Background: an optimization exercise with open tools, aiming at small area and a short achievable clock period. Do not read the settings as production practice. Function was checked by simulation only, so behaviour that the tests miss may differ from the original. No activity file was given, so power comes from the tool's default toggle rates.

== try-umber ==
## rv32i_cpu
module rv32i_cpu (
  input             clk,
  input             rst,
  output     [31:0] pc,
  input      [31:0] inst,
  output            MemWen,
  output     [31:0] MemAddr,
  output     [31:0] MemWdata,
  input      [31:0] MemRdata
);
Size in the first run: about 1,000 flip-flops, roughly 160 I/O pins.
==> flow/config.mk <==
export PLATFORM = sky130hd
export DESIGN_NAME = rv32i_cpu
export DESIGN_NICKNAME = rv32i_cpu
export VERILOG_FILES = /design/flow/design.v
export SDC_FILE = /design/flow/constraint.sdc
export NUM_CORES = 8
export LEC_CHECK = 0
export CAP_MARGIN = 20
export CORE_MARGIN = 2
export CORE_UTILIZATION = 62
export PLACE_DENSITY = 0.72
export SLEW_MARGIN = 20
export SYNTH_HIERARCHICAL = 1
==> flow/constraint.sdc <==
create_clock -name core_clock -period 19.5 [get_ports {clk}]
set_input_delay 3.9000 -clock core_clock [delete_from_list [all_inputs] [get_ports {clk}]]
set_output_delay 3.9000 -clock core_clock [all_outputs]
set_load 0.01 [all_outputs]
standard.sh (not shown) runs the stock make flow with config.mk's settings and CLKGATE_MAP_FILE= SYNTH_SCRIPT=/design/flow/synth_recipe.tcl, a recipe that flattens the netlist after the stock synthesis.
==> flow/flow/run.sh <==
#!/bin/bash
# Own layout flow: the standard flow (standard.sh) with these changes:
#  - the standard synthesis runs first, on its own and unchanged;
#  - ports are buffered with buf_1 instead of the default delay cell;
#  - clock tree synthesis uses clusters of up to 16 sinks and 70 um, clkbuf_4/8, no dummy loads;
#  - the timing repair steps aim for a setup slack margin, which sizes up the critical path.
# Each step's full output goes to its own log file in this folder; ORFS's logs are under orfs/logs.
set -euo pipefail
cd "$(dirname "$0")/.."
MARGIN=${MARGIN:-9}
bash standard.sh synth > flow_synth.log 2>&1
bash standard.sh \
  "BUFFER_PORTS_ARGS=-buffer_cell sky130_fd_sc_hd__buf_1" \
  "CTS_ARGS=-sink_clustering_enable -repair_clock_nets -dont_use_dummy_load -sink_clustering_size 16 -sink_clustering_max_diameter 70 -buf_list {sky130_fd_sc_hd__clkbuf_4 sky130_fd_sc_hd__clkbuf_8}" \
  "SETUP_SLACK_MARGIN=$MARGIN" \
  "TNS_END_PERCENT=5" \
  finish > flow_finish.log 2>&1
try-umber finished every stage and its layout cleared the timing, DRC and antenna checks.
diff inputs: try-umber => try-garnet
# try-umber
export LEC_CHECK = 0
export CAP_MARGIN = 20
export CORE_MARGIN = 2
export CORE_UTILIZATION = 62
export PLACE_DENSITY = 0.72
export SLEW_MARGIN = 20
export SYNTH_HIERARCHICAL = 1
create_clock -name core_clock -period 19.5 [get_ports {clk}]
# try-garnet
export LEC_CHECK = 0
export CAP_MARGIN = 20
export CORE_MARGIN = 2
export CORE_UTILIZATION = 40
export PLACE_DENSITY = 0.6
export SLEW_MARGIN = 20
export SYNTH_HIERARCHICAL = 1
create_clock -name core_clock -period 19.5 [get_ports {clk}]
==> flow/flow/run.sh <==
#!/bin/bash
# Own layout flow: the standard flow (standard.sh) with these changes:
#  - the standard synthesis runs first, on its own and unchanged;
#  - ports are buffered with buf_2 instead of the default delay cell;
#  - clock tree synthesis uses clusters of up to 14 sinks and 60 um, clkbuf_4/8, no dummy loads;
#  - the timing repair steps aim for a setup slack margin, which sizes up the critical path.
# Each step's full output goes to its own log file in this folder; ORFS's logs are under orfs/logs.
set -euo pipefail
cd "$(dirname "$0")/.."
MARGIN=${MARGIN:-9}
bash standard.sh synth > flow_synth.log 2>&1
bash standard.sh \
  "BUFFER_PORTS_ARGS=-buffer_cell sky130_fd_sc_hd__buf_2" \
  "CTS_ARGS=-sink_clustering_enable -repair_clock_nets -dont_use_dummy_load -sink_clustering_size 14 -sink_clustering_max_diameter 60 -buf_list {sky130_fd_sc_hd__clkbuf_4 sky130_fd_sc_hd__clkbuf_8}" \
  "SETUP_SLACK_MARGIN=$MARGIN" \
  "TNS_END_PERCENT=5" \
  finish > flow_finish.log 2>&1
Notes after the runs:
- Sort try-garnet and try-umber by CTS buffer count, descending, and try-garnet comes first.
- On sum of routed wire length over all layers, try-garnet does worse than try-umber.
- try-umber ended up with sky130_fd_sc_hd__a222oi_1 as its cell with the largest stage delay on the worst path; try-garnet ended up with sky130_fd_sc_hd__nand3_1.
- Comparing try-umber with try-garnet, the worst hold slack came out essentially unchanged.
- try-garnet gives more number of cells in the design after placement than try-umber did.
- Pin count of the biggest net entering global routing | try-garnet below try-umber
- try-garnet: no failed stages, no open violations at the end
- Compared with try-umber, in try-garnet post-route worst setup slack up 0.19 ns, cell area higher, total power density per cell area down 0.54%.
--- input diff try-garnet..try-raven ---
# try-garnet
export LEC_CHECK = 0
export CAP_MARGIN = 20
export CORE_MARGIN = 2
export CORE_UTILIZATION = 40
export PLACE_DENSITY = 0.6
export SLEW_MARGIN = 20
export SYNTH_HIERARCHICAL = 1
create_clock -name core_clock -period 19.5 [get_ports {clk}]
# try-raven
export LEC_CHECK = 0
export CAP_MARGIN = 20
export CORE_MARGIN = 2
export CORE_UTILIZATION = 55
export PLACE_DENSITY = 0.68
export SLEW_MARGIN = 20
export SYNTH_HIERARCHICAL = 1
create_clock -name core_clock -period 19.5 [get_ports {clk}]
-- flow/flow/run.sh --
<<< try-garnet, line 8
set -euo pipefail
cd "$(dirname "$0")/.."
MARGIN=${MARGIN:-9}
bash standard.sh synth > flow_synth.log 2>&1
bash standard.sh \
>>> try-raven, line 8
set -euo pipefail
cd "$(dirname "$0")/.."
MARGIN=${MARGIN:-8}
bash standard.sh synth > flow_synth.log 2>&1
bash standard.sh \
Findings:
- try-raven vs try-garnet, non-clock buffer instance count of the final layout went down by 23%.
- Comparing number of filler instances in the final layout for try-garnet and try-raven, the bigger number came from try-garnet.
- Logic gate share of total power came out lower on try-raven than on try-garnet.
- The higher met1 layer usage reported by global route came out of try-raven.
- In the reports for try-garnet and try-raven, the larger amount of wire on met2 after detailed routing belongs to try-garnet.
- try-garnet was routed with more vias than try-raven.
- try-raven vs. try-garnet: count of buffers added by post-CTS timing repair for setup went down by about 70%.
- On final area, try-garnet loses to try-raven.
- From try-garnet to try-raven the numbers moved as follows: final clock period utilization by the worst path went up by 1.2 points; first-iteration DRC count went down by 135; global-route wire length before repair went down by 6.9%.
- try-raven did not stop at any stage, and its layout met the timing, DRC and antenna checks.


Starting RTL as in the previous note.
Settings: LEC_CHECK=0, CAP_MARGIN=20, CORE_MARGIN=2, CORE_UTILIZATION=55, PLACE_DENSITY=0.68, SLEW_MARGIN=20, SYNTH_HIERARCHICAL=1; clock period 19.5 ns.
==> flow/flow/run.sh <==
#!/bin/bash
# Own layout flow: the standard flow (standard.sh) with these changes:
#  - the standard synthesis runs first, on its own and unchanged;
#  - ports are buffered with buf_2 instead of the default delay cell;
#  - clock tree synthesis uses clusters of up to 14 sinks and 60 um, clkbuf_4/8, no dummy loads;
#  - the timing repair steps aim for a setup slack margin, which sizes up the critical path.
# Each step's full output goes to its own log file in this folder; ORFS's logs are under orfs/logs.
set -euo pipefail
cd "$(dirname "$0")/.."
MARGIN=${MARGIN:-9}
bash standard.sh synth > flow_synth.log 2>&1
bash standard.sh \
  "BUFFER_PORTS_ARGS=-buffer_cell sky130_fd_sc_hd__buf_2" \
  "CTS_ARGS=-sink_clustering_enable -repair_clock_nets -dont_use_dummy_load -sink_clustering_size 14 -sink_clustering_max_diameter 60 -buf_list {sky130_fd_sc_hd__clkbuf_4 sky130_fd_sc_hd__clkbuf_8}" \
  "SETUP_SLACK_MARGIN=$MARGIN" \
  "TNS_END_PERCENT=5" \
  finish > flow_finish.log 2>&1
The first run finished clean.
Rerun with:
--- a/flow/flow/run.sh
+++ b/flow/flow/run.sh
@@ -10 +10 @@
-MARGIN=${MARGIN:-9}
+MARGIN=${MARGIN:-10}
- CORE_UTILIZATION: 55 -> 40
- PLACE_DENSITY: 0.68 -> 0.6
=> The changed run went through all stages and came out clean; clock-buffer cell count is higher by 8; global-route usage shrinks by 9.4 points; combinational power increases by 9.6%; die area goes up by about 37%; setup slack loses 0.022 ns; via count is higher by about 1.8%; total power went up by about 4%; routed wire length is higher by 10%; first-iteration DRC count fell by 5.8%; flip-flop and latch count does not change; register-to-register slack gets worse by 0.06 ns.
Rerun with:
--- a/flow/flow/run.sh
+++ b/flow/flow/run.sh
@@ -10 +10 @@
-MARGIN=${MARGIN:-10}
+MARGIN=${MARGIN:-8.5}
- CORE_UTILIZATION: 40 -> 62
- PLACE_DENSITY: 0.6 -> 0.72
After rerunning:
- register-to-register slack is better by 0.12 ns
- setup slack is worse by 0.040 ns
- sequential power stays flat
- wire length is lower by about 11%
- maximum frequency fell by 0.34%
- via count went up by 0.75%
- power fell by 4.0%
- synthesized area does not change
Rerun with:
- CORE_UTILIZATION: 62 -> 40
- PLACE_DENSITY: 0.72 -> 0.6
The new run went through all stages and came out clean. Wire length came out higher by 5.9%. Sequential power barely changes. Critical path depth came out higher by 9. Total power came out higher by 0.78%. Synthesized area does not change. Global-route usage came out lower by 15 points. Via count came out lower by 3.1%. Final area came out higher by 1.3%. Sequential share of layout area came out lower by 0.48 points.
Rerun with:
--- a/flow/flow/run.sh
+++ b/flow/flow/run.sh
@@ -10 +10 @@
-MARGIN=${MARGIN:-8.5}
+MARGIN=${MARGIN:-9}
@@ -16 +16 @@
-  "TNS_END_PERCENT=5" \
+  "TNS_END_PERCENT=2" \
- CORE_UTILIZATION: 40 -> 55
- PLACE_DENSITY: 0.6 -> 0.68
=>
- power falls by 0.94%
- routed wire length fell by 3.5%
- global-route usage rose by 11 points
- area after synthesis does not change
- setup slack got worse by 0.014 ns
- cell area shrinks by 1.4%
- cell count is lower by 6.9%
- first-iteration DRC count increases by 9.4%
- synthesized cell count stays the same
- critical path depth shrinks by 2
- non-clock buffer count shrinks by 15
Rerun with:
--- a/flow/flow/run.sh
+++ b/flow/flow/run.sh
@@ -16 +16 @@
-  "TNS_END_PERCENT=2" \
+  "TNS_END_PERCENT=5" \
- CORE_UTILIZATION: 55 -> 62
- PLACE_DENSITY: 0.68 -> 0.72
After rerunning: The changed run produced a clean layout; hold slack is better by 0.0047 ns; design area falls by 0.54%; setup slack loses 0.032 ns; core utilization rose by 7.4 points; global-route usage goes up by 4.1 points; combinational power hardly moves; area after synthesis does not change; flip-flop and latch count does not change; count of clock-buffer cells in the layout drops by 2; die area fell by 11%.


rv32i_cpu again, from the RTL that the note above started with.
export LEC_CHECK = 0
export CAP_MARGIN = 20
export CORE_MARGIN = 2
export CORE_UTILIZATION = 55
export PLACE_DENSITY = 0.68
export SLEW_MARGIN = 20
export SYNTH_HIERARCHICAL = 1
create_clock -name core_clock -period 19.5 [get_ports {clk}]
==> flow/flow/run.sh <==
#!/bin/bash
# Own layout flow: the standard flow (standard.sh) with these changes:
#  - the standard synthesis runs first, on its own and unchanged;
#  - ports are buffered with buf_2 instead of the default delay cell;
#  - clock tree synthesis uses clusters of up to 14 sinks and 60 um, clkbuf_4/8, no dummy loads;
#  - the timing repair steps aim for a setup slack margin, which sizes up the critical path.
# Each step's full output goes to its own log file in this folder; ORFS's logs are under orfs/logs.
set -euo pipefail
cd "$(dirname "$0")/.."
MARGIN=${MARGIN:-8.5}
bash standard.sh synth > flow_synth.log 2>&1
bash standard.sh \
  "BUFFER_PORTS_ARGS=-buffer_cell sky130_fd_sc_hd__buf_2" \
  "CTS_ARGS=-sink_clustering_enable -repair_clock_nets -dont_use_dummy_load -sink_clustering_size 14 -sink_clustering_max_diameter 60 -buf_list {sky130_fd_sc_hd__clkbuf_4 sky130_fd_sc_hd__clkbuf_8}" \
  "SETUP_SLACK_MARGIN=$MARGIN" \
  "TNS_END_PERCENT=2" \
  finish > flow_finish.log 2>&1
Rerun with:
--- a/flow/flow/run.sh
+++ b/flow/flow/run.sh
@@ -9,3 +9,3 @@
 cd "$(dirname "$0")/.."
-MARGIN=${MARGIN:-8.5}
+MARGIN=${MARGIN:-9}
 bash standard.sh synth > flow_synth.log 2>&1
@@ -15,3 +15,3 @@
   "SETUP_SLACK_MARGIN=$MARGIN" \
-  "TNS_END_PERCENT=2" \
+  "TNS_END_PERCENT=1" \
   finish > flow_finish.log 2>&1
Effect: The new run ran to the end with no violations. Worst setup slack is worse by 0.048 ns. Clock skew increases by 0.0032 ns. Core utilization is about the same.


Setup of JK:
rv32i_cpu, a different RTL version from the one above (not shown whole).
Size in the first run: about 4500 cells after synthesis, roughly 1000 flip-flops, roughly 160 I/O pins, about 48000 µm² of cells after synthesis.
==> flow/config.mk <==
export PLATFORM = sky130hd
export DESIGN_NAME = rv32i_cpu
export DESIGN_NICKNAME = rv32i_cpu
export VERILOG_FILES = /design/flow/design.v
export SDC_FILE = /design/flow/constraint.sdc
export NUM_CORES = 8
export LEC_CHECK = 0
export CAP_MARGIN = 20
export CORE_MARGIN = 2
export CORE_UTILIZATION = 40
export PLACE_DENSITY = 0.6
export SLEW_MARGIN = 20
export SYNTH_HIERARCHICAL = 1
==> flow/constraint.sdc <==
create_clock -name core_clock -period 19.5 [get_ports {clk}]
set_input_delay 3.9000 -clock core_clock [delete_from_list [all_inputs] [get_ports {clk}]]
set_output_delay 3.9000 -clock core_clock [all_outputs]
set_load 0.01 [all_outputs]
==> flow/flow/run.sh <==
#!/bin/bash
# Own layout flow: the standard flow (standard.sh) with these changes:
#  - the standard synthesis runs first, on its own and unchanged;
#  - ports are buffered with buf_2 instead of the default delay cell;
#  - clock tree synthesis uses clusters of up to 14 sinks and 60 um, clkbuf_4/8, no dummy loads;
#  - the timing repair steps aim for a setup slack margin, which sizes up the critical path.
# Each step's full output goes to its own log file in this folder; ORFS's logs are under orfs/logs.
set -euo pipefail
cd "$(dirname "$0")/.."
MARGIN=${MARGIN:-9}
bash standard.sh synth > flow_synth.log 2>&1
bash standard.sh \
  "BUFFER_PORTS_ARGS=-buffer_cell sky130_fd_sc_hd__buf_2" \
  "CTS_ARGS=-sink_clustering_enable -repair_clock_nets -dont_use_dummy_load -sink_clustering_size 14 -sink_clustering_max_diameter 60 -buf_list {sky130_fd_sc_hd__clkbuf_4 sky130_fd_sc_hd__clkbuf_8}" \
  "SETUP_SLACK_MARGIN=$MARGIN" \
  "TNS_END_PERCENT=5" \
  finish > flow_finish.log 2>&1
Edits applied to the flow inputs when going from JK to MS:
-- flow/flow/run.sh --
<<< JK, line 14
  "CTS_ARGS=-sink_clustering_enable -repair_clock_nets -dont_use_dummy_load -sink_clustering_size 14 -sink_clustering_max_diameter 60 -buf_list {sky130_fd_sc_hd__clkbuf_4 sky130_fd_sc_hd__clkbuf_8}" \
  "SETUP_SLACK_MARGIN=$MARGIN" \
  "TNS_END_PERCENT=5" \
  finish > flow_finish.log 2>&1
>>> MS, line 14
  "CTS_ARGS=-sink_clustering_enable -repair_clock_nets -dont_use_dummy_load -sink_clustering_size 14 -sink_clustering_max_diameter 60 -buf_list {sky130_fd_sc_hd__clkbuf_4 sky130_fd_sc_hd__clkbuf_8}" \
  "SETUP_SLACK_MARGIN=$MARGIN" \
  "TNS_END_PERCENT=25" \
  finish > flow_finish.log 2>&1
Results
MS has completed all stages; timing, DRC and antenna checks passed. [compare] base=JK new=MS: sequential power neither gained nor lost much, post-route total power moved up, clock-pin transition on the worst setup and hold timing paths barely changed. Of the two values seen for launching element of the worst setup path, inst[17] was produced by JK and inst[19] by MS. MS has routed wire length per instance below what JK had. Re post-route worst setup slack: MS is 0.072 ns up on JK.


Setup of run D:
rv32i_cpu, a different RTL version from the one above (not shown whole).
Size: ~4400 cells after synthesis, roughly 160 I/O pins.
==> flow/config.mk <==
export PLATFORM = sky130hd
export DESIGN_NAME = rv32i_cpu
export DESIGN_NICKNAME = rv32i_cpu
export VERILOG_FILES = /design/flow/design.v
export SDC_FILE = /design/flow/constraint.sdc
export NUM_CORES = 8
export LEC_CHECK = 0
export CAP_MARGIN = 20
export CORE_MARGIN = 2
export CORE_UTILIZATION = 40
export PLACE_DENSITY = 0.6
export SLEW_MARGIN = 20
export SYNTH_HIERARCHICAL = 1
==> flow/constraint.sdc <==
create_clock -name core_clock -period 19.5 [get_ports {clk}]
set_input_delay 3.9000 -clock core_clock [delete_from_list [all_inputs] [get_ports {clk}]]
set_output_delay 3.9000 -clock core_clock [all_outputs]
set_load 0.01 [all_outputs]
run.sh (not shown) runs the stock make flow with config.mk's settings and CLKGATE_MAP_FILE= SYNTH_SCRIPT=/design/flow/synth_recipe.tcl, a recipe that flattens the netlist after the stock synthesis.
Stock flow here: none of the scripts above is used.
### run D -> run B
==> flow/flow/run.sh (new file) <==
#!/bin/bash
# Own layout flow: the standard flow (standard.sh), with
#  - the standard synthesis run on its own first, unchanged;
#  - port buffers of a normal buffer cell instead of the default delay cell;
#  - clock tree synthesis without dummy loads;
#  - a larger setup margin for the timing repair steps.
# Each step's full output goes to a log file in this folder; ORFS's own logs are under orfs/logs.
set -euo pipefail
cd "$(dirname "$0")/.."
bash standard.sh synth > flow_synth.log 2>&1
bash standard.sh \
  "BUFFER_PORTS_ARGS=-buffer_cell sky130_fd_sc_hd__buf_2" \
  "CTS_ARGS=-sink_clustering_enable -repair_clock_nets -dont_use_dummy_load" \
  finish > flow_finish.log 2>&1
==> flow/standard.sh (new file) <==
#!/bin/bash
# synth_recipe.tcl (not shown) runs the flow's synth.tcl, then flattens the netlist and writes it again
# the make line also repeats each setting of config.mk as NAME=value (left out here)
make -C /OpenROAD-flow-scripts/flow DESIGN_CONFIG=/design/flow/config.mk WORK_HOME=/design/flow/orfs CLKGATE_MAP_FILE= SYNTH_SCRIPT=/design/flow/synth_recipe.tcl "${@:-finish}"
removed: flow/run.sh
Findings:
- After detailed routing, run D needs more wire than run B.
- When the final numbers for run D and run B were put side by side, the proportion of power drawn by combinational gates turned out to be smaller in run D.
- Taking run D as the reference, in run B first-pass GRT wire length +0.47%, number of global-route vias before repair ~0 delta, power -0.51 mW.

[afterwards: timing with drivers on the ports]
The results above use ideal ports. As a check the final layouts listed here were re-extracted and re-timed, cells and wires unchanged. Step 1: set_driving_cell puts a clkbuf_16 on clk and a buf_2 on each other input, an assumption about the parent block. Step 2, shift: input delay + t, output delay - t, t = (earliest + latest rising clock arrival at the registers) / 2. This alone moves slack from input paths to output paths. a / b / c = ideal ports / drivers / drivers and shift; a / b = the first two.
| run | shift t [ns] | setup slack, ns | worst hold slack (ns) | worst setup path after step 2 | latest minus earliest clock arrival (ns) |
|---|---|---|---|---|---|
| try-umber | 0.794 | 8.000 / 7.977 / 7.595 | 0.518 / 0.518 / 0.518 | input to register | 0.135 / 0.136 |
| try-garnet | 0.829 | 8.186 / 8.021 / 7.711 | 0.518 / 0.518 / 0.518 | input to register | 0.113 / 0.112 |
| try-raven | 0.841 | 7.952 / 7.887 / 7.282 | 0.518 / 0.518 / 0.518 | input to register | 0.089 / 0.089 |
| the first run of note 2 | 0.850 | 8.058 / 7.942 / 7.618 | 0.518 / 0.518 / 0.518 | input to register | 0.085 / 0.085 |
| the second run of note 2 | 0.865 | 8.036 / 7.866 / 7.866 | 0.516 / 0.516 / 0.516 | input to output | 0.089 / 0.089 |
| the third run of note 2 | 0.804 | 7.996 / 7.968 / 7.437 | 0.514 / 0.514 / 0.514 | input to register | 0.125 / 0.125 |
| the fourth run of note 2 | 0.829 | 8.121 / 7.956 / 7.655 | 0.517 / 0.517 / 0.517 | input to register | 0.109 / 0.109 |
| the fifth run of note 2 | 0.849 | 8.107 / 7.962 / 7.564 | 0.511 / 0.511 / 0.511 | input to register | 0.086 / 0.087 |
| the sixth run of note 2 | 0.790 | 8.075 / 7.960 / 7.671 | 0.516 / 0.516 / 0.516 | input to register | 0.129 / 0.129 |
| the first run of note 3 | 0.848 | 8.086 / 7.991 / 7.493 | 0.519 / 0.519 / 0.519 | input to register | 0.089 / 0.089 |
| the second run of note 3 | 0.850 | 8.038 / 7.915 / 7.543 | 0.518 / 0.518 / 0.518 | input to register | 0.092 / 0.092 |
| JK | 0.885 | 8.067 / 7.986 / 7.822 | 0.511 / 0.511 / 0.511 | input to register | 0.121 / 0.122 |
| MS | 0.850 | 8.139 / 7.996 / 7.996 | 0.512 / 0.512 / 0.512 | input to output | 0.126 / 0.126 |
| run D | 0.790 | 3.959 / 3.933 / 3.933 | 0.513 / 0.513 / 0.513 | input to output | 0.047 / 0.047 |
| run B | 0.770 | 4.985 / 4.964 / 4.964 | 0.511 / 0.511 / 0.511 | input to output | 0.101 / 0.101 |
After both steps setup and hold are still met in every run listed. The setup slack of try-raven, which loses most, moves by -0.065 ns with the drivers and by -0.670 ns with both steps.
